Context: an optimization exercise on an open-source flow, tuned for small area. The choices shown serve that exercise and are no tape-out recipe.
The RTL was checked by simulation tests, not by an equivalence proof against the original design.
Power figures rest on the tool's default switching activity, not on a simulated workload.

File: config.mk
export PLATFORM = sky130hd
export DESIGN_NAME = pam_modem
export DESIGN_NICKNAME = pam_modem
export VERILOG_FILES = /design/flow/design.v
export SDC_FILE = /design/flow/constraint.sdc
export NUM_CORES = 4
export LEC_CHECK = 0
export CAP_MARGIN = 20
export CORE_MARGIN = 2
export CORE_UTILIZATION = 40
export SLEW_MARGIN = 20
export BUFFER_PORTS_ARGS = -buffer_cell sky130_fd_sc_hd__buf_1
export CTS_ARGS = -sink_clustering_enable -repair_clock_nets -dont_use_dummy_load -buf_list sky130_fd_sc_hd__clkbuf_8 -sink_clustering_size 22 -sink_clustering_max_diameter 70 -root_buf sky130_fd_sc_hd__clkbuf_4 -tree_buf sky130_fd_sc_hd__clkbuf_4
File: constraint.sdc
create_clock -name core_clock -period 10.0 [get_ports {clk}]
set_input_delay 2.0000 -clock core_clock [delete_from_list [all_inputs] [get_ports {clk}]]
set_output_delay 2.0000 -clock core_clock [all_outputs]
set_load 0.01 [all_outputs]
File: design.v
module sin_cos (
  input Clk,
  input rst,
  output reg [3:0] sin_phase,
  output reg signed [7:0] data_cos,
  output fill_done);
    reg [4:0] cos_phase;
    always @(posedge Clk) begin
        if (rst) sin_phase <= 4'd0;
        else case (sin_phase)
            4'd0: sin_phase <= 4'd1;
            4'd1: sin_phase <= 4'd2;
            4'd2: sin_phase <= 4'd3;
            4'd3: sin_phase <= 4'd4;
            4'd4: sin_phase <= 4'd5;
            4'd5: sin_phase <= 4'd6;
            4'd6: sin_phase <= 4'd7;
            4'd7: sin_phase <= 4'd8;
            4'd8: sin_phase <= 4'd9;
            4'd9: sin_phase <= 4'd10;
            4'd10: sin_phase <= 4'd11;
            4'd11: sin_phase <= 4'd12;
            4'd12: sin_phase <= 4'd13;
            4'd13: sin_phase <= 4'd14;
            4'd14: sin_phase <= 4'd1;
            default: sin_phase <= 4'd0;
        endcase
    end
    always @(posedge Clk) begin
        if (rst) cos_phase <= 5'd0;
        else case (cos_phase)
            5'd0: cos_phase <= 5'd1;
            5'd1: cos_phase <= 5'd2;
            5'd2: cos_phase <= 5'd3;
            5'd3: cos_phase <= 5'd4;
            5'd4: cos_phase <= 5'd5;
            5'd5: cos_phase <= 5'd6;
            5'd6: cos_phase <= 5'd7;
            5'd7: cos_phase <= 5'd8;
            5'd8: cos_phase <= 5'd9;
            5'd9: cos_phase <= 5'd10;
            5'd10: cos_phase <= 5'd11;
            5'd11: cos_phase <= 5'd12;
            5'd12: cos_phase <= 5'd13;
            5'd13: cos_phase <= 5'd14;
            5'd14: cos_phase <= 5'd15;
            5'd15: cos_phase <= 5'd16;
            5'd16: cos_phase <= 5'd17;
            5'd17: cos_phase <= 5'd18;
            5'd18: cos_phase <= 5'd9;
            default: cos_phase <= 5'd0;
        endcase
    end
    assign fill_done = sin_phase[0] & sin_phase[1] & sin_phase[2] & ~cos_phase[1] & cos_phase[2];
    always @(*) begin
        case (cos_phase)
            5'd0: data_cos = 8'sd0;
            5'd1: data_cos = 8'sd63;
            5'd2: data_cos = 8'sd51;
            5'd3: data_cos = 8'sd17;
            5'd4: data_cos = -8'sd22;
            5'd5: data_cos = -8'sd54;
            5'd6: data_cos = -8'sd63;
            5'd7: data_cos = -8'sd47;
            5'd8: data_cos = -8'sd12;
            5'd9: data_cos = 8'sd0;
            5'd10: data_cos = 8'sd38;
            5'd11: data_cos = 8'sd61;
            5'd12: data_cos = 8'sd59;
            5'd13: data_cos = 8'sd33;
            5'd14: data_cos = -8'sd5;
            5'd15: data_cos = -8'sd42;
            5'd16: data_cos = -8'sd62;
            5'd17: data_cos = -8'sd57;
            5'd18: data_cos = -8'sd29;
            default: data_cos = 8'sd0;
        endcase
    end
endmodule
module pam_mixer(
  input [1:0] data_in,
  input [3:0] sin_phase,
  output reg signed [7:0] signal_out
);
  always @(*) begin
    case ({sin_phase, data_in})
      6'd0: signal_out = 8'sd0;
      6'd1: signal_out = 8'sd0;
      6'd2: signal_out = 8'sd0;
      6'd3: signal_out = 8'sd0;
      6'd4: signal_out = 8'sd0;
      6'd5: signal_out = 8'sd0;
      6'd6: signal_out = 8'sd0;
      6'd7: signal_out = 8'sd0;
      6'd8: signal_out = 8'sd0;
      6'd9: signal_out = 8'sd14;
      6'd10: signal_out = 8'sd28;
      6'd11: signal_out = 8'sd42;
      6'd12: signal_out = 8'sd0;
      6'd13: signal_out = 8'sd25;
      6'd14: signal_out = 8'sd50;
      6'd15: signal_out = 8'sd75;
      6'd16: signal_out = 8'sd0;
      6'd17: signal_out = 8'sd31;
      6'd18: signal_out = 8'sd62;
      6'd19: signal_out = 8'sd93;
      6'd20: signal_out = 8'sd0;
      6'd21: signal_out = 8'sd31;
      6'd22: signal_out = 8'sd62;
      6'd23: signal_out = 8'sd93;
      6'd24: signal_out = 8'sd0;
      6'd25: signal_out = 8'sd24;
      6'd26: signal_out = 8'sd49;
      6'd27: signal_out = 8'sd73;
      6'd28: signal_out = 8'sd0;
      6'd29: signal_out = 8'sd13;
      6'd30: signal_out = 8'sd26;
      6'd31: signal_out = 8'sd39;
      6'd32: signal_out = 8'sd0;
      6'd33: signal_out = -8'sd1;
      6'd34: signal_out = -8'sd2;
      6'd35: signal_out = -8'sd3;
      6'd36: signal_out = 8'sd0;
      6'd37: signal_out = -8'sd15;
      6'd38: signal_out = -8'sd30;
      6'd39: signal_out = -8'sd45;
      6'd40: signal_out = 8'sd0;
      6'd41: signal_out = -8'sd26;
      6'd42: signal_out = -8'sd51;
      6'd43: signal_out = -8'sd77;
      6'd44: signal_out = 8'sd0;
      6'd45: signal_out = -8'sd32;
      6'd46: signal_out = -8'sd63;
      6'd47: signal_out = -8'sd95;
      6'd48: signal_out = 8'sd0;
      6'd49: signal_out = -8'sd31;
      6'd50: signal_out = -8'sd61;
      6'd51: signal_out = -8'sd92;
      6'd52: signal_out = 8'sd0;
      6'd53: signal_out = -8'sd24;
      6'd54: signal_out = -8'sd47;
      6'd55: signal_out = -8'sd71;
      6'd56: signal_out = 8'sd0;
      6'd57: signal_out = -8'sd12;
      6'd58: signal_out = -8'sd23;
      6'd59: signal_out = -8'sd35;
      default: signal_out = 8'sd0;
    endcase
  end
endmodule
module moving_avg_filt(
  input clk,
  input rst,
  input fill_done,
  input [6:0] signal_in,
  output reg [12:0] signal_sum
  );
  parameter N = 64;
  reg [7*N-1:0] queue;
  reg fill_en;
  wire [6:0] oldest = queue[7*N-1 -: 7];
  always @(posedge clk) begin
    queue <= {queue[7*N-8:0], signal_in};
  end
  always @(posedge clk) begin
    if (rst)
      fill_en <= 1'b0;
    else if (fill_done)
      fill_en <= 1'b1;
  end
  wire [6:0] a = signal_sum[6:0];
  wire [6:0] b = signal_in;
  wire [6:0] c = ~(oldest & {7{fill_en}});
  wire [6:0] ps = a ^ b ^ c;
  wire [7:1] pc = (a & b) | (c & (a ^ b));
  wire [7:0] k;
  wire [6:0] lo;
  assign k[0] = 1'b1;
  assign lo[0] = ps[0] ^ k[0];
  assign k[1] = ps[0] & k[0];
  genvar i;
  generate
    for (i = 1; i < 7; i = i + 1) begin : rip
      assign lo[i] = ps[i] ^ pc[i] ^ k[i];
      assign k[i+1] = (ps[i] & pc[i]) | (k[i] & (ps[i] ^ pc[i]));
    end
  endgenerate
  wire up = pc[7] & k[7];
  wire dn = ~(pc[7] | k[7]);
  wire [5:0] hi = signal_sum[12:7];
  wire [6:0] ones, zeros;
  assign ones[0] = 1'b1;
  assign zeros[0] = 1'b1;
  generate
    for (i = 0; i < 6; i = i + 1) begin : incdec
      assign ones[i+1] = ones[i] & hi[i];
      assign zeros[i+1] = zeros[i] & ~hi[i];
    end
  endgenerate
  wire [5:0] hi_next = hi ^ (({6{up}} & ones[5:0]) | ({6{dn}} & zeros[5:0]));
  always @(posedge clk) begin
    if (rst)
      signal_sum <= 13'd0;
    else
      signal_sum <= {hi_next, lo};
  end
endmodule
module qam_demodulator(
  input clk,
  input rst,
  input fill_done,
  input signed [7:0] input_signal,
  output reg [1:0] data_demod
  );
  wire [6:0] mod_value = input_signal[6:0] ^ {7{input_signal[7]}};
  wire [12:0] sum;
  reg [1:0] level;
  moving_avg_filt mov_avg(
    .clk(clk),
    .rst(rst),
    .fill_done(fill_done),
    .signal_in(mod_value),
    .signal_sum(sum)
    );
  wire [6:0] avg = sum[12:6];
  always @ ( posedge clk ) begin
    if (avg <= 9) level <= 2'd0;
    else if (avg <= 28) level <= 2'd1;
    else if (avg <= 47) level <= 2'd2;
    else level <= 2'd3;
    data_demod <= level;
  end
endmodule
module pam_modem (
  input clk,
  input rst,
  input [1:0] data_in,
  input signed [7:0] rx_in,
  output signed [7:0] tx_out,
  output signed [7:0] cos_out,
  output [1:0] rx_data
);
  wire [3:0] sin_phase;
  wire fill_done;
  sin_cos u_carrier (
    .Clk(clk),
    .rst(rst),
    .sin_phase(sin_phase),
    .data_cos(cos_out),
    .fill_done(fill_done)
  );
  pam_mixer u_mixer (
    .data_in(data_in),
    .sin_phase(sin_phase),
    .signal_out(tx_out)
  );
  qam_demodulator u_demod (
    .clk(clk),
    .rst(rst),
    .fill_done(fill_done),
    .input_signal(rx_in),
    .data_demod(rx_data)
  );
endmodule
File: flow/run.sh
#!/bin/bash
# Layout flow: the standard flow (standard.sh) with these changes:
#  - synthesis: the standard synthesis script (synth_recipe.tcl), except that
#    ABC maps the logic with each of the area-oriented scripts
#    flow/abc_*.abc (deep AIG optimisation, then area-oriented mapping, no
#    buffering or upsizing) and the smallest result is kept, and Yosys's
#    extract_fa is skipped (ABC maps the adders too);
#  - the port buffers are the smallest buffer (buf_1) instead of the
#    resizer's default choice (clkdlybuf4s50_1);
#  - clock tree synthesis uses clkbuf_8 sink clusters of up to 22 flip-flops,
#    clkbuf_4 above them, and inserts no dummy loads.
# Each tool's output goes to a log file in this folder (ORFS also keeps its
# per-step logs under orfs/logs/).
set -euo pipefail
work=$PWD
cat > my_synth.tcl <<EOT
# Map the logic with each area script in flow/abc_*.abc, from the same
# starting point, and keep the smallest result.
proc abc {args} {
  set i [lsearch \$args -script]
  yosys design -save pre_abc
  set best_area -1
  foreach script [lsort [glob $work/flow/abc_*.abc]] {
    yosys design -load pre_abc
    lset args [expr {\$i + 1}] \$script
    yosys abc {*}\$args
    set libargs {}
    foreach lib \$::env(LIB_FILES) { lappend libargs -liberty \$lib }
    set report [tee -q -s result.string stat {*}\$libargs]
    regexp {Chip area for module [^:]*: ([0-9.]+)} \$report -> area
    puts "abc script \$script: area \$area"
    if {\$best_area < 0 || \$area < \$best_area} {
      set best_area \$area
      yosys design -save best_abc
    }
  }
  yosys design -load best_abc
  puts "abc: kept area \$best_area"
}
proc extract_fa {args} {}
source $work/synth_recipe.tcl
EOT
sed "s#SYNTH_SCRIPT=[^ ]*#SYNTH_SCRIPT=$work/my_synth.tcl#" standard.sh > my_standard.sh
grep -q "SYNTH_SCRIPT=$work/my_synth.tcl" my_standard.sh
cat >> config.mk <<'EOC'
export BUFFER_PORTS_ARGS = -buffer_cell sky130_fd_sc_hd__buf_1
export CTS_ARGS = -sink_clustering_enable -repair_clock_nets -dont_use_dummy_load -buf_list sky130_fd_sc_hd__clkbuf_8 -sink_clustering_size 22 -sink_clustering_max_diameter 70 -root_buf sky130_fd_sc_hd__clkbuf_4 -tree_buf sky130_fd_sc_hd__clkbuf_4
EOC
bash my_standard.sh > flow_make.log 2>&1
File: flow/abc_a.abc
&get -n
&st
&deepsyn -I 8 -J 50
&put
amap
topo
File: flow/abc_b.abc
&get -n
&st
&deepsyn -I 8 -J 50
&put
dch -f
amap
topo
File: flow/abc_c.abc
&get -n
&st
&deepsyn -I 8 -J 50
&dch -f
&nf -R 1000
&put
topo
File: flow/abc_d.abc
&get -n
&st
&dch -f
&nf -R 1000
&put
topo
File: standard.sh
#!/bin/bash
# synth_recipe.tcl (not shown) runs the flow's synth.tcl, then flattens the netlist and writes it again
# the make line also repeats each setting of config.mk as NAME=value (left out here)
make -C /OpenROAD-flow-scripts/flow DESIGN_CONFIG=/design/flow/config.mk WORK_HOME=/design/flow/orfs CLKGATE_MAP_FILE= SYNTH_SCRIPT=/design/flow/synth_recipe.tcl "${@:-finish}"
==> results of run 1 <==
-- layout make-up --
| cell class | count | share of cell area |
|---|---|---|
| Sequential cell | 475 | 0.821 |
| Multi-Input combinational cell | 216 | 0.0945 |
| Tap cell | 335 | 0.0362 |
| Inverter | 31 | 0.0100 |
| Antenna cell | 1 | 0.000216 |
| Clock buffer | 25 | 0.0281 |
| Timing Repair Buffer | 30 | 0.0100 |
-- registers in the layout (all words and copies together) (netlist names) --
name and cells:
u_carrier.cos_phase 5, u_demod.mov_avg.queue 448, u_demod.mov_avg.signal_sum 13, u_demod.data_demod 2
u_demod.mov_avg.fill_en 1, u_carrier.sin_phase 4, u_demod.level 2
-- through the flow --
stage | std cells | setup slack, ns | utilization
after floorplan | 723 | 4.97 | -
after global placement | 1087 | 4.56 | 0.430
after detailed placement | 1087 | 4.40 | 0.430
after CTS | 1112 | 4.62 | 0.442
after global routing | 1113 | 4.47 | 0.442
final | 1113 | 4.60 | 0.442
-- placed cells by master, fill, tap and decap left out, drive strengths merged, types with 2 or more instances in the layout --
master,Yosys,layout
clkbuf,0,25
clkinv,31,31
nor3,12,12
buf,1,30
o22ai,4,4
o21a,5,5
a31oi,3,3
a21oi,25,25
nor4,3,3
nand2,33,33
nor2,60,60
a22oi,6,6
o21ai,33,33
dfxtp,475,475
or2,2,2
a211oi,10,10
or3,3,3
-- power breakdown --
part	leakage (nW)	internal (W)	switching, W
Sequential	3.97	0.00203	0.0000499
Combinational	0.457	0.0000666	0.000108
Clock	0.172	0.000211	0.000485
Total	4.60	0.00231	0.000643
-- metal layers --
layer,part of all wire,vias up,track usage
met1,0.57,2067,0.143
li1,-,2448,-
met2,0.37,89,0.121
met4,0.026,0,0.0314
met5,0,-,0
met3,0.043,26,0.0203
-- kinds of logic (layout without fill, tap and decap cells) --
logic type / count (synthesis) / count (layout)
AND/OR/NAND/NOR: 118 / 118
buffers and inverters: 32 / 86
flip-flops: 475 / 475
other: 0 / 1
AO/OA/AOI/OAI: 98 / 98
-- path summary, 6_finish.rpt --
check                             from                        endpoint  slack (ns)  cells past startpoint
min          u_demod.mov_avg.queue[54]       u_demod.mov_avg.queue[61]        0.28                      0
max                         data_in[1]                       tx_out[5]        4.60                      6
min reg2reg  u_demod.mov_avg.queue[54]       u_demod.mov_avg.queue[61]        0.28                      0
max reg2reg    u_demod.mov_avg.fill_en  u_demod.mov_avg.signal_sum[12]        6.76                     18
-- critical path: cells and delay by family --
kind                   cells  cell delay, ns
and+or+nand+nor            3            0.88
buffers and inverters      3            0.53
==> reports/metrics.csv, run 1 <==
stage,metric,value,unit
global_routing,grt-ovfl-total,0,
setup_path,max_stage_delay,0.53,ns
outcome,status,finished clean,
synth,synthXorXnorAreaFrac,0,
synth,synth.area.mux_share,0,
synth,async_reset_ff_frac,0,
floorplan,fp.dieArea,0.0281,mm²
synth,synth_commonest_cells,"dfxtp_1 (475), nor2_1 (60), nand2_1 (33), o21ai_0 (33), clkinv_1 (31)",
finish,multi_input_area,0.00109,mm²
setup_path,worst_path_max_delay_cell,or4_1,
timing,fin_crit_sh,0.540,
cts,clkTransAtPathRegs,0.12,ns
setup_path,end_kind,output pin,
placed_design,dp_hpwl,7300,µm
synth,ys_ff_latch,475,
timing,setup_tns,0,ns
global_routing,antenna_found_initial,2,
synth,synth_compound_gate_area_share,0.0560,
timing,rsz0062_at_grt,false,
cts,cts_tree,yes,
synth,synth_top_family_by_area,compound AO/OA/AOI/OAI gates,
route,num_vias,4630,
global_routing,grt_pass1_wl,21200,µm
setup_path,cp-start-kind,input port,
timing,drv_slew,0,
synth,ys.flop_type,dfxtp_1,
timing,hold_violations,0,
floorplan,coreArea,0.0262,mm²
floorplan,die_h,168,µm
timing,finalHoldWorstSlack,0.284,ns
synth,netlist.area_leader.share,0.886,
pwr,p_per_area,255,mW/mm²
cts,hold_buffers,0,
placed_design,gp_congestion,0.844,
route,antenna_left,0,
timing,fmax,185,MHz
placed_design,placedInstanceArea,0.0113,mm²
global_routing,grt_max_degree,23,
synth,yosys.area.top_type,dfxtp_1,
synth,synthCells,723,
cts,cts_sinks,475,
setup_path,worstPathArrival,3.40,ns
timing,finClkSkew,0.0684,ns
cts,insertion_delay,0.71,ns
route,viasPerCell,4.16,
setup_path,cp.required,8.00,ns
cts,post_cts_buffers,0,
setup_path,path_max_fanout,11,
finish,nNetsFinal,791,
synth,yosysWarnings,4,
cts,h-tree-depth,1,
setup_path,crit_chain,buf_1 > clkinv_1 > nor2_1 > nor2_1 > or4_1 > buf_1,
pwr,peakVddDrop,133,µV
synth,syn_area,0.0107,mm²
finish,drive_gt1_frac,0.0335,
pwr,power.leakage,4.60,nW
synth,synth_fp_nets,735,
timing,period_minus_slack,5.40,ns
floorplan,die_w,168,µm
floorplan,start_util,0.409,
synth,synth_edf_count,0,
worst_hold_path,hp-class,flop to flop,
cts,cts_buffers,25,
route,post_drt_wl_per_cell,11.2,µm
global_routing,grt_pass1_vias,4370,
route,wirelength,12400,µm
pwr,finalPower,0.00295,W
synth,synthSimpleGateAreaFrac,0.0461,
synth,yosysUniqueCellTypes,33,
finish,design_area,0.0116,mm²
cts,root_buffer,clkbuf_4,
synth,synth_area_leaders,"dfxtp_1 (89%), nor2_1 (2.1%), o21ai_0 (1.5%)",
global_routing,grt.total_usage,0.0910,
setup_path,crit_type,input port to output pin,
floorplan,io_pins,30,
synth,yosysMostFrequentCell,dfxtp_1,
synth,synth_area_per_cell,14.8,µm²
synth,synth_adder_area_share,0,
floorplan,num_rows,59,
synth,seq_area_frac_synth,0.886,
timing,worstMarginPinSlew,0.475,ns
finish,fill_cells,2286,
placed_design,port_buffers,29,
cts,clockBufferDepth,3,
finish,regArea,0.00951,mm²
cts,cts_resized,0,
finish,synthToLayoutAreaGrowth,7.98,%
route,drt_iter0_markers,221,
route,dr.pass1.iters,4,
route,drt_drc_violations_left,0,
timing,setup_viol,0,
timing,maxSlewHeadroom,0.682,
job,cap_violations,0,
==> run 2: changes to the inputs <==
--- a/flow/run.sh
+++ b/flow/run.sh
@@ -6,3 +6,4 @@
 #    buffering or upsizing) and the smallest result is kept, and Yosys's
-#    extract_fa is skipped (ABC maps the adders too);
+#    extract_fa is skipped (ABC maps the adders too), and the buffer for an
+#    output that repeats another output is buf_1;
 #  - the port buffers are the smallest buffer (buf_1) instead of the
@@ -40,2 +41,4 @@
 proc extract_fa {args} {}
+# buffer pass-through wires with the smallest buffer
+set ::env(MIN_BUF_CELL_AND_PORTS) "sky130_fd_sc_hd__buf_1 A X"
 source $work/synth_recipe.tcl
==> reports/metrics.csv, run 2 <==
stage,metric,value,unit,change
global_routing,grt_max_degree,23,,unchanged
timing,worstMarginPinSlew,0.474,ns,was 0.475 ns
cts,clockBufferDepth,3,,unchanged
outcome,status,finished clean,,unchanged
timing,maxSlewHeadroom,0.680,,was 0.682
setup_path,reg2regPathDepth,18,,unchanged
floorplan,start_util,0.409,,about the same
synth,seq_area_frac_synth,0.887,,was 0.886
synth,synth_area_per_cell,14.8,µm²,about the same
finish,fill_cells,2316,,was 2286
timing,fin_crit_sh,0.542,,was 0.540
cts,root_buffer,clkbuf_4,,unchanged
setup_path,crit_path_start,data_in[1],,unchanged
pwr,power.leakage,4.60,nW,unchanged
setup_path,crit_path_end,tx_out[4],,was tx_out[5]
finish,largestRegisters,"u_demod.mov_avg.queue x448, u_demod.mov_avg.signal_sum x13, u_carrier.cos_phase x5",,unchanged
timing,setup_viol,0,,unchanged
setup_path,cpMostUsedCell,nor2_1,,
route,drt_iter0_markers,244,,was 221
setup_path,path_max_fanout,11,,unchanged
global_routing,grt-ovfl-total,0,,unchanged
cts,cts_tree,yes,,unchanged
timing,finClkSkew,0.0690,ns,was 0.0684 ns
timing,period_minus_slack,5.42,ns,was 5.40 ns
synth,ys_ff_latch,475,,unchanged
route,wirelength,12100,µm,was 12400 µm
global_routing,grt_pass1_vias,4246,,was 4370
synth,netlist.area_leader.share,0.887,,was 0.886
synth,synth_fp_nets,735,,unchanged
route,dr.pass1.iters,4,,unchanged
setup_path,reg2reg_to,u_demod.mov_avg.signal_sum[12],,unchanged
setup_path,end_kind,output pin,,unchanged
setup_path,worst_path_max_delay_cell,o21ai_0,,was or4_1
setup_path,crit_type,input port to output pin,,unchanged
setup_path,cp-start-kind,input port,,unchanged
synth,syn_area,0.0107,mm²,about the same
synth,async_reset_ff_frac,0,,unchanged
placed_design,place_inst,1087,,unchanged
synth,ys.flop_type,dfxtp_1,,unchanged
cts,clkTransAtPathRegs,0.12,ns,about the same
finish,layout_common_cells,"dfxtp_1 (475), nor2_1 (60), nand2_1 (33), o21ai_0 (33), clkinv_1 (31)",,unchanged
finish,synthToLayoutAreaGrowth,8.02,%,was 7.98%
route,antenna_left,0,,unchanged
placed_design,dp_hpwl,6970,µm,was 7300 µm
setup_path,regToRegSetupSlack,6.72,ns,was 6.76 ns
cts,cts_buffers,25,,unchanged
cts,cts_resized,0,,unchanged
timing,fmax,184,MHz,was 185 MHz
cts,h-tree-depth,1,,unchanged
synth,synth_commonest_cells,"dfxtp_1 (475), nor2_1 (60), nand2_1 (33), o21ai_0 (33), clkinv_1 (31)",,unchanged
setup_path,worstPathArrival,3.42,ns,was 3.40 ns
setup_path,rr_startpoint,u_demod.mov_avg.fill_en,,unchanged
floorplan,io_pins,30,,unchanged
cts,insertion_delay,0.70,ns,was 0.71 ns
route,viasPerCell,4.12,,was 4.16
floorplan,fp.dieArea,0.0281,mm²,about the same
timing,setup_tns,0,ns,unchanged
setup_path,cp.depth,9,,was 6
floorplan,coreArea,0.0262,mm²,unchanged
synth,synthCells,723,,unchanged
timing,drv_slew,0,,unchanged
setup_path,cp.required,8.00,ns,about the same
finish,multi_input_area,0.00109,mm²,unchanged
floorplan,num_rows,59,,unchanged
route,num_vias,4583,,was 4630
finish,top_register,u_demod.mov_avg.queue,,unchanged
setup_path,crit_family,buffers and inverters,,was simple AND/OR/NAND/NOR gates
global_routing,antenna_found_initial,1,,was 2
finish,nNetsFinal,791,,unchanged
pwr,peakVddDrop,156,µV,was 133 µV
finish,drive_gt1_frac,0.0335,,unchanged
timing,rsz0062_at_grt,false,,unchanged
synth,yosysUniqueCellTypes,33,,unchanged
route,drt_drc_violations_left,0,,unchanged
synth,yosysWarnings,4,,unchanged
finish,largest_reg_flops,448,,unchanged
global_routing,grt_pass1_wl,20500,µm,was 21200 µm
timing,setup_ws,4.58,ns,was 4.60 ns
synth,yosysMostFrequentCell,dfxtp_1,,unchanged
floorplan,die_w,168,µm,about the same
synth,yosys.area.top_type,dfxtp_1,,unchanged
cts,post_cts_buffers,0,,unchanged
worst_hold_path,hp-class,flop to flop,,unchanged
floorplan,die_h,168,µm,about the same
setup_path,crit_buf_inv,3,,unchanged
synth,synth_edf_count,0,,unchanged
finish,regArea,0.00951,mm²,unchanged
placed_design,dp_slack,4.44,ns,was 4.40 ns
finish,layout_commonest_cell,dfxtp_1,,unchanged
route,post_drt_wl_per_cell,10.9,µm,was 11.2 µm
synth,synth_area_leaders,"dfxtp_1 (89%), nor2_1 (2.1%), o21ai_0 (1.5%)",,unchanged
cts,hold_buffers,0,,unchanged
job,cap_violations,0,,unchanged
placed_design,port_buffers,29,,unchanged
cts,cts_sinks,475,,unchanged
pwr,p_per_area,254,mW/mm²,was 255 mW/mm²
setup_path,crit_chain,buf_1 > clkinv_1 > nor2_1 > nor2_1 > o21ai_0 > nor2_1 > nor2_1 > a32oi_1 > buf_1,,was buf_1 > clkinv_1 > nor2_1 > nor2_1 > or4_1 > buf_1
global_routing,grt.total_usage,0.0884,,was 0.0910
placed_design,gp_congestion,0.913,,was 0.844
timing,hold_violations,0,,unchanged
finish,final_cells,1113,,unchanged
setup_path,max_stage_delay,0.29,ns,was 0.53 ns
-- run 2: worst min path at each step --
stage,start,end,slack [ns],cells after the start
detailed placement,u_demod.mov_avg.queue[236],u_demod.mov_avg.queue[243],0.31,0
global placement,u_demod.mov_avg.queue[94],u_demod.mov_avg.queue[101],0.31,0
floorplan,u_demod.level[0],u_demod.data_demod[0],0.31,0
CTS,u_demod.mov_avg.queue[156],u_demod.mov_avg.queue[163],0.27,0
finish,u_demod.mov_avg.queue[380],u_demod.mov_avg.queue[387],0.28,0
global route,u_demod.mov_avg.queue[380],u_demod.mov_avg.queue[387],0.29,0
-- run 2: cell type report --
cell class | instances | area share
antenna | 1 | 0.000216
inverter | 31 | 0.0100
clock buffer | 25 | 0.0281
multi-input combinational | 216 | 0.0945
sequential | 475 | 0.821
timing repair buffer | 30 | 0.0100
tap | 335 | 0.0362
-- run 2: metrics by stage --
step | power, W | area, µm² | util | hold slack, ns
after floorplan | 0.00224 | 10700 | - | 0.310
after global placement | 0.00230 | 11300 | 0.430 | 0.311
after detailed placement | 0.00230 | 11300 | 0.430 | 0.312
after CTS | 0.00299 | 11600 | 0.442 | 0.267
after global routing | 0.00310 | 11600 | 0.442 | 0.286
final | 0.00295 | 11600 | 0.442 | 0.279
-- run 2: power breakdown --
group          leakage [nW]  total [W]  internal, W  switching (W)
combinational         0.457   0.000174    0.0000667       0.000108
clock                 0.172   0.000692     0.000211       0.000481
sequential             3.97    0.00208      0.00203      0.0000496
-- run 2: logic make-up (layout without fill, tap and decap cells) --
| logic type | count (synthesis) | in the layout | synth area share |
|---|---|---|---|
| and+or+nand+nor | 118 | 118 | 0.0461 |
| other | 0 | 1 | 0 |
| AOI/OAI and AO/OA | 98 | 98 | 0.0560 |
| DFF | 475 | 475 | 0.887 |
| buffers and inverters | 32 | 86 | 0.0112 |
-- run 2: metal layers --
layer / track usage / share of wire / vias up / routed length (µm)
li1: - / - / 2441 / -
met1: 0.140 / 0.58 / 2047 / 7010
met2: 0.116 / 0.36 / 67 / 4320
met3: 0.0187 / 0.034 / 28 / 413
met4: 0.0336 / 0.029 / 0 / 348
met5: 0 / 0 / - / 0
==> run 3: changes to the inputs <==
--- a/flow/run.sh
+++ b/flow/run.sh
@@ -6,4 +6,3 @@
 #    buffering or upsizing) and the smallest result is kept, and Yosys's
-#    extract_fa is skipped (ABC maps the adders too), and the buffer for an
-#    output that repeats another output is buf_1;
+#    extract_fa is skipped (ABC maps the adders too);
 #  - the port buffers are the smallest buffer (buf_1) instead of the
@@ -41,4 +40,2 @@
 proc extract_fa {args} {}
-# buffer pass-through wires with the smallest buffer
-set ::env(MIN_BUF_CELL_AND_PORTS) "sky130_fd_sc_hd__buf_1 A X"
 source $work/synth_recipe.tcl
@@ -49,3 +46,3 @@
 export BUFFER_PORTS_ARGS = -buffer_cell sky130_fd_sc_hd__buf_1
-export CTS_ARGS = -sink_clustering_enable -repair_clock_nets -dont_use_dummy_load -buf_list sky130_fd_sc_hd__clkbuf_8 -sink_clustering_size 22 -sink_clustering_max_diameter 70 -root_buf sky130_fd_sc_hd__clkbuf_4 -tree_buf sky130_fd_sc_hd__clkbuf_4
+export CTS_ARGS = -sink_clustering_enable -repair_clock_nets -dont_use_dummy_load -buf_list sky130_fd_sc_hd__clkbuf_8 -sink_clustering_size 21 -sink_clustering_max_diameter 80 -root_buf sky130_fd_sc_hd__clkbuf_4 -tree_buf sky130_fd_sc_hd__clkbuf_4
 EOC
--- a/config.mk
+++ b/config.mk
@@ -12,2 +12,2 @@
 export BUFFER_PORTS_ARGS = -buffer_cell sky130_fd_sc_hd__buf_1
-export CTS_ARGS = -sink_clustering_enable -repair_clock_nets -dont_use_dummy_load -buf_list sky130_fd_sc_hd__clkbuf_8 -sink_clustering_size 22 -sink_clustering_max_diameter 70 -root_buf sky130_fd_sc_hd__clkbuf_4 -tree_buf sky130_fd_sc_hd__clkbuf_4
+export CTS_ARGS = -sink_clustering_enable -repair_clock_nets -dont_use_dummy_load -buf_list sky130_fd_sc_hd__clkbuf_8 -sink_clustering_size 21 -sink_clustering_max_diameter 80 -root_buf sky130_fd_sc_hd__clkbuf_4 -tree_buf sky130_fd_sc_hd__clkbuf_4
==> reports/metrics.csv, run 3 <==
stage,metric,value,unit,change
outcome,status,finished clean,,unchanged
cts,cts_buffers,26,,was 25
placed_design,port_buffers,29,,unchanged
synth,yosys.area.top_type,dfxtp_1,,unchanged
setup_path,worst_path_max_delay_cell,or4_1,,was o21ai_0
cts,cts_sinks,475,,unchanged
floorplan,coreArea,0.0262,mm²,unchanged
floorplan,die_w,168,µm,about the same
setup_path,crit_path_start,data_in[1],,unchanged
timing,rsz0062_at_grt,false,,unchanged
route,wirelength,12500,µm,was 12100 µm
finish,largestRegisters,"u_demod.mov_avg.queue x448, u_demod.mov_avg.signal_sum x13, u_carrier.cos_phase x5",,unchanged
timing,setup_tns,0,ns,unchanged
cts,cts_tree,yes,,unchanged
setup_path,reg2regPathDepth,18,,unchanged
finish,layout_commonest_cell,dfxtp_1,,unchanged
setup_path,rr_startpoint,u_demod.mov_avg.fill_en,,unchanged
job,cap_violations,0,,unchanged
worst_hold_path,hp-class,flop to flop,,unchanged
finish,final_cells,1114,,was 1113
synth,synthCells,723,,unchanged
route,dr.pass1.iters,4,,unchanged
global_routing,grt_pass1_vias,4391,,was 4246
setup_path,cp.required,8.00,ns,about the same
setup_path,crit_chain,buf_1 > clkinv_1 > nor2_1 > a222oi_1 > or4_1 > buf_1,,was buf_1 > clkinv_1 > nor2_1 > nor2_1 > o21ai_0 > nor2_1 > nor2_1 > a32oi_1 > buf_1
cts,root_buffer,clkbuf_4,,unchanged
synth,syn_area,0.0107,mm²,about the same
pwr,p_seq_frac,0.702,,was 0.706
pwr,internal-power,0.00232,W,was 0.00231 W
timing,period_minus_slack,5.40,ns,was 5.42 ns
finish,synthToLayoutAreaGrowth,8.11,%,was 8.02%
pwr,p_per_area,256,mW/mm²,was 254 mW/mm²
route,viasPerCell,4.15,,was 4.12
synth,seq_area_frac_synth,0.886,,was 0.887
synth,netlist.area_leader.share,0.886,,was 0.887
finish,nNetsFinal,792,,was 791
timing,worstMarginPinSlew,0.484,ns,was 0.474 ns
cts,clockBufferDepth,3,,unchanged
worst_hold_path,worstHoldPathCells,0,,unchanged
finish,largest_reg_flops,448,,unchanged
synth,synth_area_leaders,"dfxtp_1 (89%), nor2_1 (2.1%), o21ai_0 (1.5%)",,unchanged
floorplan,start_util,0.409,,about the same
synth,yosysUniqueCellTypes,33,,unchanged
pwr,sw_frac_of_total,0.218,,was 0.217
global_routing,antenna_found_initial,2,,was 1
cts,h-tree-depth,1,,unchanged
setup_path,max_stage_delay,0.49,ns,was 0.29 ns
cts,cts_resized,0,,unchanged
setup_path,worstPathArrival,3.40,ns,was 3.42 ns
synth,synth_area_per_cell,14.8,µm²,about the same
pwr,finalPower,0.00297,W,was 0.00295 W
cts,hold_buffers,0,,unchanged
route,antenna_left,0,,unchanged
pwr,p_sw,0.000648,W,was 0.000639 W
synth,async_reset_ff_frac,0,,unchanged
timing,setup_viol,0,,unchanged
setup_path,reg2reg_to,u_demod.mov_avg.signal_sum[12],,unchanged
finish,layout_common_cells,"dfxtp_1 (475), nor2_1 (60), nand2_1 (33), o21ai_0 (33), clkinv_1 (31)",,unchanged
floorplan,io_pins,30,,unchanged
global_routing,grt-ovfl-total,0,,unchanged
synth,synth_edf_count,0,,unchanged
setup_path,end_kind,output pin,,unchanged
pwr,power.leakage,4.60,nW,about the same
setup_path,cp-start-kind,input port,,unchanged
finish,fill_cells,2287,,was 2316
placed_design,dp_hpwl,7300,µm,was 6970 µm
route,num_vias,4625,,was 4583
synth,synth_fp_nets,735,,unchanged
finish,drive_gt1_frac,0.0347,,was 0.0335
setup_path,cpMostUsedCell,buf_1,,was nor2_1
setup_path,regToRegSetupSlack,6.68,ns,was 6.72 ns
worst_hold_path,hold-path-endpoint,u_demod.mov_avg.queue[231],,was u_demod.mov_avg.queue[387]
setup_path,path_max_fanout,11,,unchanged
synth,yosysWarnings,4,,unchanged
floorplan,num_rows,59,,unchanged
finish,top_register,u_demod.mov_avg.queue,,unchanged
global_routing,grt.total_usage,0.0908,,was 0.0884
finish,multi_input_area,0.00109,mm²,unchanged
timing,hold_violations,0,,unchanged
synth,ys.flop_type,dfxtp_1,,unchanged
synth,yosysMostFrequentCell,dfxtp_1,,unchanged
synth,ys_ff_latch,475,,unchanged
cts,post_cts_buffers,0,,unchanged
pwr,combinationalPowerShare,0.059,,about the same
route,drt_drc_violations_left,0,,unchanged
pwr,clkPwrFrac,0.239,,was 0.235
finish,regArea,0.00951,mm²,unchanged
global_routing,grt_max_degree,22,,was 23
pwr,peakVddDrop,151,µV,was 156 µV
cts,insertion_delay,0.68,ns,was 0.70 ns
timing,drv_slew,0,,unchanged
floorplan,die_h,168,µm,about the same
worst_hold_path,min_from,u_demod.mov_avg.queue[224],,was u_demod.mov_avg.queue[380]
placed_design,place_inst,1087,,unchanged
timing,finClkSkew,0.0168,ns,was 0.0690 ns
placed_design,placedInstanceArea,0.0113,mm²,unchanged
finish,final_core_util,0.443,,was 0.442
timing,fin_crit_sh,0.540,,was 0.542
route,drt_iter0_markers,265,,was 244
route,post_drt_wl_per_cell,11.2,µm,was 10.9 µm
cts,clkTransAtPathRegs,0.11,ns,was 0.12 ns
synth,synth_commonest_cells,"dfxtp_1 (475), nor2_1 (60), nand2_1 (33), o21ai_0 (33), clkinv_1 (31)",,unchanged
timing,fmax,185,MHz,was 184 MHz
finish,design_area,0.0116,mm²,about the same
floorplan,fp.dieArea,0.0281,mm²,about the same
timing,maxSlewHeadroom,0.676,,was 0.680
placed_design,gp_congestion,0.844,,was 0.913
setup_path,crit_type,input port to output pin,,unchanged
global_routing,grt_pass1_wl,21100,µm,was 20500 µm
-- run 3: cell count changes after synthesis --
cell / change
buf_1: -1
buf_4: +1
-- run 3: layer usage --
layer	share of wire	up-vias	track usage
met4	0.029	0	0.0355
met3	0.040	30	0.0182
li1	-	2444	-
met1	0.57	2070	0.143
met5	0	-	0
met2	0.36	81	0.121
-- run 3: worst max-delay path by stage --
stage,cells past startpoint,end,slack (ns)
after global placement,23,u_demod.mov_avg.signal_sum[12],4.56
after detailed placement,23,u_demod.mov_avg.signal_sum[12],4.40
final,6,tx_out[5],4.60
after global routing,9,tx_out[4],4.47
after CTS,6,tx_out[5],4.62
after floorplan,22,u_demod.mov_avg.signal_sum[12],4.97
-- run 3: layout make-up --
cell class / instances / share of cell area
tap: 335 / 0.0361
sequential: 475 / 0.820
clock buffer: 26 / 0.0292
multi-input combinational: 216 / 0.0944
inverter: 31 / 0.0100
timing repair buffer: 30 / 0.0100
antenna: 1 / 0.000216
-- run 3: power groups by stage --
| stage | Combinational (W) | Clock (W) | Sequential [W] |
|---|---|---|---|
| final | 0.000174 | 0.000709 | 0.00208 |
| after global routing | 0.000204 | 0.000812 | 0.00210 |
| after CTS | 0.000176 | 0.000746 | 0.00208 |
| after detailed placement | 0.000176 | 0 | 0.00213 |
| after global placement | 0.000172 | 0 | 0.00212 |
| after floorplan | 0.000136 | 0 | 0.00211 |
-- run 3: cell families (layout without fill, tap and decap cells) --
logic type / after synthesis / after routing / synth area share
flops: 475 / 475 / 0.886
simple gates: 118 / 118 / 0.0461
compound gates: 98 / 98 / 0.0560
buf+inv: 32 / 87 / 0.0115
other cells: 0 / 1 / 0
-- run 3: through the flow --
stage | setup slack [ns] | hold WS, ns
finish | 4.60 | 0.315
CTS | 4.62 | 0.316
global placement | 4.56 | 0.310
detailed placement | 4.40 | 0.312
floorplan | 4.97 | 0.310
global route | 4.47 | 0.325
-- run 3: critical path, delay by kind of cell --
family / cells / cell delay, ns
simple gates: 2 / 0.78
compound gates: 1 / 0.10
buf+inv: 3 / 0.53
==> run 4: changes to the inputs <==
--- a/flow/run.sh
+++ b/flow/run.sh
@@ -46,3 +46,3 @@
 export BUFFER_PORTS_ARGS = -buffer_cell sky130_fd_sc_hd__buf_1
-export CTS_ARGS = -sink_clustering_enable -repair_clock_nets -dont_use_dummy_load -buf_list sky130_fd_sc_hd__clkbuf_8 -sink_clustering_size 21 -sink_clustering_max_diameter 80 -root_buf sky130_fd_sc_hd__clkbuf_4 -tree_buf sky130_fd_sc_hd__clkbuf_4
+export CTS_ARGS = -sink_clustering_enable -repair_clock_nets -dont_use_dummy_load -buf_list sky130_fd_sc_hd__clkbuf_8 -sink_clustering_size 22 -sink_clustering_max_diameter 70 -root_buf sky130_fd_sc_hd__clkbuf_2 -tree_buf sky130_fd_sc_hd__clkbuf_2
 EOC
--- a/config.mk
+++ b/config.mk
@@ -12,2 +12,2 @@
 export BUFFER_PORTS_ARGS = -buffer_cell sky130_fd_sc_hd__buf_1
-export CTS_ARGS = -sink_clustering_enable -repair_clock_nets -dont_use_dummy_load -buf_list sky130_fd_sc_hd__clkbuf_8 -sink_clustering_size 21 -sink_clustering_max_diameter 80 -root_buf sky130_fd_sc_hd__clkbuf_4 -tree_buf sky130_fd_sc_hd__clkbuf_4
+export CTS_ARGS = -sink_clustering_enable -repair_clock_nets -dont_use_dummy_load -buf_list sky130_fd_sc_hd__clkbuf_8 -sink_clustering_size 22 -sink_clustering_max_diameter 70 -root_buf sky130_fd_sc_hd__clkbuf_2 -tree_buf sky130_fd_sc_hd__clkbuf_2
==> reports/metrics.csv, run 4 <==
stage,metric,value,unit,change
floorplan,io_pins,30,,unchanged
job,cap_violations,0,,unchanged
finish,layout_common_cells,"dfxtp_1 (475), nor2_1 (60), nand2_1 (33), o21ai_0 (33), clkinv_1 (31)",,unchanged
route,antenna_left,0,,unchanged
synth,async_reset_ff_frac,0,,unchanged
synth,synth_area_leaders,"dfxtp_1 (89%), nor2_1 (2.1%), o21ai_0 (1.5%)",,unchanged
timing,drv_slew,0,,unchanged
synth,synth_edf_count,0,,unchanged
floorplan,coreArea,0.0262,mm²,unchanged
finish,largestRegisters,"u_demod.mov_avg.queue x448, u_demod.mov_avg.signal_sum x13, u_carrier.cos_phase x5",,unchanged
cts,cts_buffers,25,,was 26
synth,yosysMostFrequentCell,dfxtp_1,,unchanged
global_routing,grt.total_usage,0.0910,,was 0.0908
synth,seq_area_frac_synth,0.886,,unchanged
pwr,p_per_area,254,mW/mm²,was 256 mW/mm²
timing,setup_viol,0,,unchanged
floorplan,die_h,168,µm,unchanged
timing,setup_tns,0,ns,unchanged
setup_path,reg2regPathDepth,18,,unchanged
pwr,power.leakage,4.59,nW,was 4.60 nW
floorplan,fp.dieArea,0.0281,mm²,unchanged
global_routing,grt-ovfl-total,0,,unchanged
outcome,status,finished clean,,unchanged
worst_hold_path,hp-class,flop to flop,,unchanged
cts,post_cts_buffers,0,,unchanged
floorplan,start_util,0.409,,unchanged
cts,clkTransAtPathRegs,0.12,ns,was 0.11 ns
synth,synth_commonest_cells,"dfxtp_1 (475), nor2_1 (60), nand2_1 (33), o21ai_0 (33), clkinv_1 (31)",,unchanged
floorplan,die_w,168,µm,unchanged
cts,cts_sinks,475,,unchanged
synth,yosysWarnings,4,,unchanged
route,wl_met1,6940,µm,was 7090 µm
route,viasPerCell,4.15,,about the same
setup_path,reg2reg_to,u_demod.mov_avg.signal_sum[12],,unchanged
setup_path,crit_path_start,data_in[1],,unchanged
pwr,peakVddDrop,132,µV,was 151 µV
synth,syn_area,0.0107,mm²,unchanged
setup_path,regToRegSetupSlack,6.78,ns,was 6.68 ns
timing,rsz0062_at_grt,false,,unchanged
route,wirelength,12400,µm,was 12500 µm
finish,drive_gt1_frac,0.0335,,was 0.0347
setup_path,end_kind,output pin,,unchanged
finish,top_register,u_demod.mov_avg.queue,,unchanged
setup_path,cp-start-kind,input port,,unchanged
finish,fill_cells,2287,,unchanged
synth,yosys.area.top_type,dfxtp_1,,unchanged
placed_design,gp_congestion,0.844,,unchanged
global_routing,antenna_found_initial,2,,unchanged
timing,fmax,185,MHz,about the same
placed_design,dp_hpwl,7300,µm,unchanged
cts,cts_resized,0,,unchanged
floorplan,num_rows,59,,unchanged
route,num_vias,4623,,was 4625
cts,hold_buffers,0,,unchanged
global_routing,grt_max_degree,23,,was 22
cts,clockBufferDepth,3,,unchanged
synth,synth_fp_nets,735,,unchanged
worst_hold_path,hold-path-endpoint,u_demod.mov_avg.queue[61],,was u_demod.mov_avg.queue[231]
global_routing,grt_pass1_wl,21200,µm,was 21100 µm
timing,finalHoldWorstSlack,0.255,ns,was 0.315 ns
route,drt_drc_violations_left,0,,unchanged
finish,synthToLayoutAreaGrowth,7.93,%,was 8.11%
route,drt_iter0_markers,221,,was 265
placed_design,port_buffers,29,,unchanged
cts,cts_tree,yes,,unchanged
synth,netlist.area_leader.share,0.886,,unchanged
finish,multi_input_area,0.00109,mm²,unchanged
timing,period_minus_slack,5.40,ns,about the same
finish,regArea,0.00951,mm²,unchanged
cts,insertion_delay,0.87,ns,was 0.68 ns
finish,layout_commonest_cell,dfxtp_1,,unchanged
setup_path,rr_startpoint,u_demod.mov_avg.fill_en,,unchanged
finish,nNetsFinal,791,,was 792
timing,fin_crit_sh,0.540,,about the same
route,post_drt_wl_per_cell,11.1,µm,was 11.2 µm
setup_path,worstPathArrival,3.40,ns,about the same
worst_hold_path,worstHoldPathCells,0,,unchanged
route,wl_met3,609,µm,was 498 µm
setup_path,cp.required,8.00,ns,about the same
synth,synthCells,723,,unchanged
global_routing,grt_pass1_vias,4370,,was 4391
cts,root_buffer,clkbuf_2,,was clkbuf_4
synth,yosysUniqueCellTypes,33,,unchanged
setup_path,crit_type,input port to output pin,,unchanged
finish,largest_reg_flops,448,,unchanged
route,dr.pass1.iters,4,,unchanged
setup_path,path_max_fanout,11,,unchanged
timing,maxSlewHeadroom,0.655,,was 0.676
synth,ys.flop_type,dfxtp_1,,unchanged
timing,hold_violations,0,,unchanged
synth,synth_area_per_cell,14.8,µm²,unchanged
worst_hold_path,min_from,u_demod.mov_avg.queue[54],,was u_demod.mov_avg.queue[224]
timing,finClkSkew,0.0965,ns,was 0.0168 ns
cts,h-tree-depth,1,,unchanged
route,dr_wl_met2,4540,µm,was 4530 µm
route,highest_layer,met4,,unchanged
synth,ys_ff_latch,475,,unchanged
timing,worstMarginPinSlew,0.517,ns,was 0.484 ns
## run 4: cell count changes in the layout (fill, tap and decap cells not counted)
cell,previous run,this run
clkbuf_2,0,3
clkbuf_8,23,22
diode_2,1,2
clkbuf_4,3,0
## run 4: logic make-up after synthesis
| kind of cell | count (synthesis) | share of synthesized area |
|---|---|---|
| DFF | 475 | 0.886 |
| and+or+nand+nor | 118 | 0.0461 |
| AOI/OAI and AO/OA | 98 | 0.0560 |
| buffers and inverters | 32 | 0.0115 |
## run 4: critical path, cell delays in order
cell,delay (ns)
buf_1,0.12
clkinv_1,0.26
nor2_1,0.27
nor2_1,0.08
or4_1,0.53
buf_1,0.15
## run 4: worst max path at each step
stage / endpoint / slack (ns)
3_5_place_dp: u_demod.mov_avg.signal_sum[12] / 4.40
2_1_floorplan: u_demod.mov_avg.signal_sum[12] / 4.97
5_1_grt: tx_out[4] / 4.47
6_report: tx_out[5] / 4.60
3_3_place_gp: u_demod.mov_avg.signal_sum[12] / 4.56
4_1_cts: tx_out[5] / 4.62
## run 4: final cells by class
class / instances / area share
diodes: 2 / 0.000432
clock buffers: 25 / 0.0274
inverters: 31 / 0.0100
multi-input cells: 216 / 0.0946
flip-flops and latches: 475 / 0.821
well taps: 335 / 0.0362
repair buffers: 30 / 0.0100
## run 4: per-stage QoR
step | std cells | util | total power (W) | cell area, µm² | setup slack, ns
after detailed placement | 1087 | 0.430 | 0.00230 | 11300 | 4.40
after global placement | 1087 | 0.430 | 0.00230 | 11300 | 4.56
after CTS | 1112 | 0.442 | 0.00299 | 11600 | 4.62
after global routing | 1113 | 0.442 | 0.00310 | 11600 | 4.47
final | 1114 | 0.442 | 0.00294 | 11600 | 4.60
after floorplan | 723 | - | 0.00225 | 10700 | 4.97
## run 4: power breakdown
part           switching (W)  internal [W]  leakage (nW)
registers          0.0000499       0.00203          3.97
logic               0.000108     0.0000666         0.457
clock network       0.000486      0.000203         0.171
## run 4: metal layers
layer,up-vias,GRT usage
met5,-,0
met4,0,0.0314
met3,28,0.0203
met2,88,0.121
met1,2059,0.143
li1,2448,-
==> run 5: changes to the inputs <==
--- a/flow/run.sh
+++ b/flow/run.sh
@@ -10,3 +10,3 @@
 #  - clock tree synthesis uses clkbuf_8 sink clusters of up to 22 flip-flops,
-#    clkbuf_4 above them, and inserts no dummy loads.
+#    clkbuf_2 above them, and inserts no dummy loads.
 # Each tool's output goes to a log file in this folder (ORFS also keeps its
==> reports/metrics.csv, run 5 <==
stage,metric,value,unit,change
cts,clockBufferDepth,3,,unchanged
finish,fill_cells,2287,,unchanged
synth,synth_area_leaders,"dfxtp_1 (89%), nor2_1 (2.1%), o21ai_0 (1.5%)",,unchanged
global_routing,grt_pass1_wl,21200,µm,unchanged
synth,ys.flop_type,dfxtp_1,,unchanged
timing,fin_crit_sh,0.540,,unchanged
route,drt_drc_violations_left,0,,unchanged
floorplan,die_h,168,µm,unchanged
cts,cts_resized,0,,unchanged
timing,rsz0062_at_grt,false,,unchanged
finish,largestRegisters,"u_demod.mov_avg.queue x448, u_demod.mov_avg.signal_sum x13, u_carrier.cos_phase x5",,unchanged
pwr,sw_frac_of_total,0.218,,unchanged
placed_design,port_buffers,29,,unchanged
pwr,internal-power,0.00230,W,unchanged
route,viasPerCell,4.15,,unchanged
pwr,power.leakage,4.59,nW,unchanged
timing,setup_ws,4.60,ns,unchanged
floorplan,io_pins,30,,unchanged
timing,setup_tns,0,ns,unchanged
setup_path,cp-start-kind,input port,,unchanged
floorplan,num_rows,59,,unchanged
pwr,p_sw,0.000643,W,unchanged
finish,final_cells,1114,,unchanged
setup_path,cp.required,8.00,ns,about the same
timing,period_minus_slack,5.40,ns,unchanged
setup_path,end_kind,output pin,,unchanged
setup_path,worstPathArrival,3.40,ns,about the same
cts,root_buffer,clkbuf_2,,unchanged
placed_design,dp_hpwl,7300,µm,unchanged
finish,nNetsFinal,791,,unchanged
global_routing,grt_max_degree,23,,unchanged
synth,ys_ff_latch,475,,unchanged
placed_design,dp_slack,4.40,ns,unchanged
global_routing,antenna_found_initial,2,,unchanged
route,wirelength,12400,µm,unchanged
setup_path,path_max_fanout,11,,unchanged
global_routing,grt-ovfl-total,0,,unchanged
pwr,combinationalPowerShare,0.059,,about the same
finish,top_register,u_demod.mov_avg.queue,,unchanged
finish,layout_common_cells,"dfxtp_1 (475), nor2_1 (60), nand2_1 (33), o21ai_0 (33), clkinv_1 (31)",,unchanged
timing,worstMarginPinSlew,0.517,ns,unchanged
worst_hold_path,hp-class,flop to flop,,unchanged
cts,cts_buffers,25,,unchanged
synth,synth_area_per_cell,14.8,µm²,unchanged
synth,synthXorXnorAreaFrac,0,,unchanged
synth,synth_compound_gate_area_share,0.0560,,unchanged
job,cap_violations,0,,unchanged
synth,async_reset_ff_frac,0,,unchanged
cts,post_cts_buffers,0,,unchanged
synth,yosysMostFrequentCell,dfxtp_1,,unchanged
synth,synth_top_family_by_area,compound AO/OA/AOI/OAI gates,,unchanged
floorplan,die_w,168,µm,unchanged
global_routing,grt.total_usage,0.0910,,unchanged
synth,synth_edf_count,0,,unchanged
cts,cts_tree,yes,,unchanged
synth,synthCells,723,,unchanged
synth,netlist.area_leader.share,0.886,,unchanged
synth,syn_area,0.0107,mm²,unchanged
route,dr.pass1.iters,4,,unchanged
pwr,peakVddDrop,132,µV,unchanged
cts,cts_sinks,475,,unchanged
synth,yosysWarnings,4,,unchanged
synth,synthSimpleGateAreaFrac,0.0461,,unchanged
synth,synth_adder_area_share,0,,unchanged
route,post_drt_wl_per_cell,11.1,µm,unchanged
synth,synth_fp_nets,735,,unchanged
timing,hold_violations,0,,unchanged
cts,clkTransAtPathRegs,0.12,ns,about the same
finish,layout_commonest_cell,dfxtp_1,,unchanged
cts,hold_buffers,0,,unchanged
timing,drv_slew,0,,unchanged
cts,h-tree-depth,1,,unchanged
floorplan,coreArea,0.0262,mm²,unchanged
floorplan,start_util,0.409,,unchanged
placed_design,place_inst,1087,,unchanged
synth,seq_area_frac_synth,0.886,,unchanged
pwr,clkPwrFrac,0.234,,about the same
placed_design,gp_congestion,0.844,,unchanged
timing,maxSlewHeadroom,0.655,,unchanged
route,antenna_left,0,,unchanged
synth,synth.area.mux_share,0,,unchanged
route,num_vias,4623,,unchanged
route,drt_iter0_markers,221,,unchanged
timing,setup_viol,0,,unchanged
floorplan,fp.dieArea,0.0281,mm²,unchanged
timing,fmax,185,MHz,unchanged
synth,yosysUniqueCellTypes,33,,unchanged
synth,yosys.area.top_type,dfxtp_1,,unchanged
outcome,status,finished clean,,unchanged
synth,synth_commonest_cells,"dfxtp_1 (475), nor2_1 (60), nand2_1 (33), o21ai_0 (33), clkinv_1 (31)",,unchanged
finish,largest_reg_flops,448,,unchanged
timing,finClkSkew,0.0965,ns,unchanged
pwr,p_per_area,254,mW/mm²,unchanged
pwr,p_seq_frac,0.707,,about the same
global_routing,grt_pass1_vias,4370,,unchanged
finish,drive_gt1_frac,0.0335,,unchanged
setup_path,crit_type,input port to output pin,,unchanged
finish,synthToLayoutAreaGrowth,7.93,%,unchanged
cts,insertion_delay,0.87,ns,about the same
-- run 5: per-layer routing --
metal	routed length, µm	share of wire	vias to the layer above	global-route usage
li1	-	-	2448	-
met1	6940	0.56	2059	0.143
met2	4540	0.37	88	0.121
met3	609	0.049	28	0.0203
met4	332	0.027	0	0.0314
met5	0	0	-	0
-- run 5: worst max-delay path, cell delays in order --
cell and delay (ns):
buf_1 0.12, clkinv_1 0.26, nor2_1 0.27, nor2_1 0.08, or4_1 0.53, buf_1 0.15
-- run 5: path summary, 6_finish.rpt --
kind	end	start	cells after the start	slack [ns]
worst max-delay path	tx_out[5]	data_in[1]	6	4.60
worst max register to register	u_demod.mov_avg.signal_sum[12]	u_demod.mov_avg.fill_en	18	6.78
worst min register to register	u_demod.mov_avg.queue[61]	u_demod.mov_avg.queue[54]	0	0.26
worst min-delay path	u_demod.mov_avg.queue[61]	u_demod.mov_avg.queue[54]	0	0.26
-- run 5: metrics by stage --
step                utilization  instance area, µm²  hold WS [ns]  power [W]
finish                    0.442               11600         0.255    0.00294
global route              0.442               11600         0.210    0.00310
CTS                       0.442               11600         0.224    0.00299
detailed placement        0.430               11300         0.312    0.00230
global placement          0.430               11300         0.310    0.00230
floorplan                     -               10700         0.310    0.00225
-- run 5: cell type report --
class / instances / area (µm²) / share of cell area
clock buffer: 25 / 318 / 0.0274
antenna: 2 / 5.00 / 0.000432
tap: 335 / 419 / 0.0362
multi-input combinational: 216 / 1090 / 0.0946
inverter: 31 / 116 / 0.0100
sequential: 475 / 9510 / 0.821
timing repair buffer: 30 / 116 / 0.0100
-- run 5: logic make-up after synthesis --
group / Yosys count
buffers and inverters: 32
AO/OA/AOI/OAI: 98
AND/OR/NAND/NOR: 118
flip-flops: 475
-- run 5: power by group through the flow --
stage	combinational (W)	sequential [W]	clock (W)
global route	0.000204	0.00210	0.000794
floorplan	0.000136	0.00211	0
finish	0.000174	0.00208	0.000689
CTS	0.000176	0.00208	0.000725
global placement	0.000172	0.00212	0
detailed placement	0.000176	0.00213	0
==> run 6: changes to the inputs <==
==> flow/abc_e.abc (new file) <==
&get -n
&st
&deepsyn -I 8 -J 50
&put
amap
strash
dch -f
amap
topo
==> flow/abc_f.abc (new file) <==
&get -n
&st
&deepsyn -I 8 -J 50
&put
amap
strash
dch
amap
strash
dch -f
amap
topo
==> reports/metrics.csv, run 6 <==
stage,metric,value,unit,change
synth,synth_edf_count,0,,unchanged
synth,ys.flop_type,dfxtp_1,,unchanged
setup_path,max_stage_delay,0.53,ns,about the same
route,num_vias,4656,,was 4623
setup_path,crit_type,input port to output pin,,unchanged
setup_path,crit_chain,buf_1 > clkinv_1 > or2_0 > nor2_1 > a221oi_1 > or4_1 > buf_1,,was buf_1 > clkinv_1 > nor2_1 > nor2_1 > or4_1 > buf_1
finish,fill_cells,2304,,was 2287
worst_hold_path,hold-path-endpoint,u_demod.mov_avg.queue[252],,was u_demod.mov_avg.queue[61]
floorplan,fp.dieArea,0.0281,mm²,about the same
finish,drive_gt1_frac,0.0346,,was 0.0335
finish,layout_commonest_cell,dfxtp_1,,unchanged
cts,h-tree-depth,1,,unchanged
setup_path,end_kind,output pin,,unchanged
setup_path,rr_startpoint,u_demod.mov_avg.fill_en,,unchanged
timing,fmax,180,MHz,was 185 MHz
route,drt_drc_violations_left,0,,unchanged
synth,yosysWarnings,4,,unchanged
setup_path,reg2regPathDepth,18,,unchanged
cts,root_buffer,clkbuf_2,,unchanged
setup_path,regToRegSetupSlack,6.68,ns,was 6.78 ns
placed_design,dp_hpwl,6880,µm,was 7300 µm
finish,synthToLayoutAreaGrowth,8.02,%,was 7.93%
global_routing,grt.total_usage,0.0864,,was 0.0910
route,antenna_left,0,,unchanged
floorplan,num_rows,59,,unchanged
setup_path,cp-start-kind,input port,,unchanged
timing,hold_violations,0,,unchanged
timing,setup_viol,0,,unchanged
synth,ys_ff_latch,475,,unchanged
finish,layout_common_cells,"dfxtp_1 (475), nor2_1 (65), nand2_1 (35)",,"was dfxtp_1 (475), nor2_1 (60), nand2_1 (33), o21ai_0 (33), clkinv_1 (31)"
finish,largestRegisters,"u_demod.mov_avg.queue x448, u_demod.mov_avg.signal_sum x13, u_carrier.cos_phase x5",,unchanged
setup_path,reg2reg_to,u_demod.mov_avg.signal_sum[12],,unchanged
route,wirelength,11900,µm,was 12400 µm
synth,synth_fp_nets,737,,was 735
route,post_drt_wl_per_cell,10.7,µm,was 11.1 µm
timing,setup_tns,0,ns,unchanged
global_routing,grt_pass1_wl,20200,µm,was 21200 µm
floorplan,io_pins,30,,unchanged
global_routing,antenna_found_initial,0,,was 2
setup_path,cpMostUsedCell,buf_1,,
synth,async_reset_ff_frac,0,,unchanged
timing,period_minus_slack,5.56,ns,was 5.40 ns
outcome,status,finished clean,,unchanged
worst_hold_path,hp-class,flop to flop,,unchanged
timing,worstMarginPinSlew,0.547,ns,was 0.517 ns
synth,yosysUniqueCellTypes,26,,was 33
pwr,power.leakage,4.62,nW,was 4.59 nW
floorplan,start_util,0.409,,about the same
pwr,p_per_area,254,mW/mm²,about the same
finish,multi_input_area,0.00110,mm²,was 0.00109 mm²
floorplan,coreArea,0.0262,mm²,unchanged
synth,syn_area,0.0107,mm²,about the same
setup_path,cp.required,8.00,ns,about the same
timing,fin_crit_sh,0.556,,was 0.540
job,cap_violations,0,,unchanged
timing,drv_slew,0,,unchanged
synth,yosysMostFrequentCell,dfxtp_1,,unchanged
global_routing,grt_pass1_vias,4198,,was 4370
global_routing,grt_max_degree,23,,unchanged
timing,maxSlewHeadroom,0.626,,was 0.655
cts,clockBufferDepth,3,,unchanged
global_routing,grt-ovfl-total,0,,unchanged
cts,cts_sinks,475,,unchanged
finish,top_register,u_demod.mov_avg.queue,,unchanged
timing,rsz0062_at_grt,false,,unchanged
cts,insertion_delay,0.87,ns,about the same
synth,yosys.area.top_type,dfxtp_1,,unchanged
floorplan,die_w,168,µm,about the same
pwr,peakVddDrop,199,µV,was 132 µV
placed_design,gp_congestion,0.865,,was 0.844
synth,synth_area_per_cell,14.8,µm²,about the same
finish,regArea,0.00951,mm²,unchanged
synth,netlist.area_leader.share,0.887,,was 0.886
setup_path,crit_path_start,data_in[0],,was data_in[1]
route,drt_iter0_markers,314,,was 221
cts,clkTransAtPathRegs,0.12,ns,about the same
setup_path,path_max_fanout,6,,was 11
finish,num_antenna_cells,0,,was 2
cts,cts_tree,yes,,unchanged
worst_hold_path,min_from,u_demod.mov_avg.queue[245],,was u_demod.mov_avg.queue[54]
setup_path,worst_path_max_delay_cell,or4_1,,unchanged
finish,nNetsFinal,794,,was 791
floorplan,die_h,168,µm,about the same
placed_design,port_buffers,29,,unchanged
cts,cts_resized,0,,unchanged
cts,cts_buffers,26,,was 25
cts,hold_buffers,0,,unchanged
worst_hold_path,worstHoldPathCells,0,,unchanged
setup_path,worstPathArrival,3.56,ns,was 3.40 ns
synth,synth_commonest_cells,"dfxtp_1 (475), nor2_1 (65), nand2_1 (35), a21oi_1 (31), o21ai_0 (31)",,"was dfxtp_1 (475), nor2_1 (60), nand2_1 (33), o21ai_0 (33), clkinv_1 (31)"
pwr,finalPower,0.00294,W,about the same
route,viasPerCell,4.18,,was 4.15
timing,finClkSkew,0.0819,ns,was 0.0965 ns
route,dr.pass1.iters,4,,unchanged
synth,synth_area_leaders,"dfxtp_1 (89%), nor2_1 (2.3%), a21oi_1 (1.4%)",,"was dfxtp_1 (89%), nor2_1 (2.1%), o21ai_0 (1.5%)"
finish,largest_reg_flops,448,,unchanged
synth,synthCells,725,,was 723
synth,seq_area_frac_synth,0.887,,was 0.886
cts,post_cts_buffers,0,,unchanged
run 6: cell count changes in the layout (fill, tap and decap cells not counted), moves of 3 or more:
cell / delta
o21a_1: +3
clkinv_1: -5
nor2_1: +5
a21oi_1: +6
a211oi_1: -3
run 6: area by class of cell:
cell class,instances,area share
multi-input cells,223,0.0952
repair buffers,30,0.0101
flip-flops and latches,475,0.821
inverters,26,0.00843
well taps,335,0.0362
clock buffers,26,0.0286
run 6: kinds of logic after synthesis:
| group | after synthesis | synth area share |
|---|---|---|
| AOI/OAI and AO/OA | 99 | 0.0555 |
| and+or+nand+nor | 124 | 0.0474 |
| buffers and inverters | 27 | 0.00981 |
| DFF | 475 | 0.887 |
run 6: critical path, delay by kind of cell:
kind	cells	cell delay, ns
AO/OA/AOI/OAI	1	0.07
buffers and inverters	3	0.53
AND/OR/NAND/NOR	3	0.95
run 6: stage by stage:
stage	utilization	cell area, µm²	cells	worst slack (ns)	hold WS (ns)
after global placement	0.429	11200	1089	4.55	0.310
after floorplan	-	10700	725	4.90	0.310
after global routing	0.442	11600	1115	4.34	0.262
after CTS	0.442	11600	1115	4.49	0.249
final	0.442	11600	1115	4.44	0.264
after detailed placement	0.429	11200	1089	4.49	0.312
run 6: report_power, final:
group          switching (W)  internal [W]  leakage [nW]  total [W]
Clock               0.000480      0.000211         0.178   0.000692
Combinational       0.000106     0.0000654         0.472   0.000172
Sequential         0.0000471       0.00203          3.97    0.00208
Total               0.000634       0.00231          4.62    0.00294
run 6: how the worst max path moves through the flow:
stage | endpoint | slack, ns
floorplan | tx_out[5] | 4.90
global placement | tx_out[5] | 4.55
detailed placement | tx_out[5] | 4.49
CTS | tx_out[5] | 4.49
global route | tx_out[5] | 4.34
finish | tx_out[5] | 4.44
run 6: metal layers:
metal	up-vias	track usage	routed length (µm)
met3	30	0.0203	644
li1	2442	-	-
met4	0	0.0295	306
met5	-	0	0
met1	2073	0.136	6720
met2	111	0.114	4240

[afterwards: timing with drivers on the ports]
No port has a modelled driver above. Below, the same layouts with a new extraction and two added sets of constraints.
Step 1 (the two cells are an assumption about what drives the block):
set clk [get_ports {clk}]
set_driving_cell -lib_cell sky130_fd_sc_hd__clkbuf_16 $clk
set_driving_cell -lib_cell sky130_fd_sc_hd__buf_2 [delete_from_list [all_inputs] $clk]
Step 2, shift: input delay + t, output delay - t, t = (earliest + latest rising clock arrival at the registers) / 2. This alone moves slack from input paths to output paths.
Slacks: ideal ports / drivers / drivers and shift; pairs: ideal ports / drivers.
run | t, ns | setup WS [ns] | worst setup path at the end | latest minus earliest clock arrival (ns) | pins driven straight from the clock port
run 1 | 0.701 | 4.600 / 4.574 / 4.446 | input to register | 0.084 / 0.084 | 1
run 2 | 0.703 | 4.579 / 4.555 / 4.474 | input to register | 0.072 / 0.073 | 1
run 3 | 0.710 | 4.598 / 4.572 / 4.427 | input to register | 0.017 / 0.017 | 1
run 4 | 0.851 | 4.600 / 4.574 / 4.458 | input to register | 0.113 / 0.113 | 1
run 5 | 0.851 | 4.600 / 4.574 / 4.458 | input to register | 0.113 / 0.113 | 1
run 6 | 0.856 | 4.444 / 4.420 / 4.420 | input to output | 0.092 / 0.093 | 1
After both steps every run listed still meets setup and hold. For run 3, which loses most, drivers alone change the setup slack by -0.026 ns; drivers and shift together by -0.171 ns.
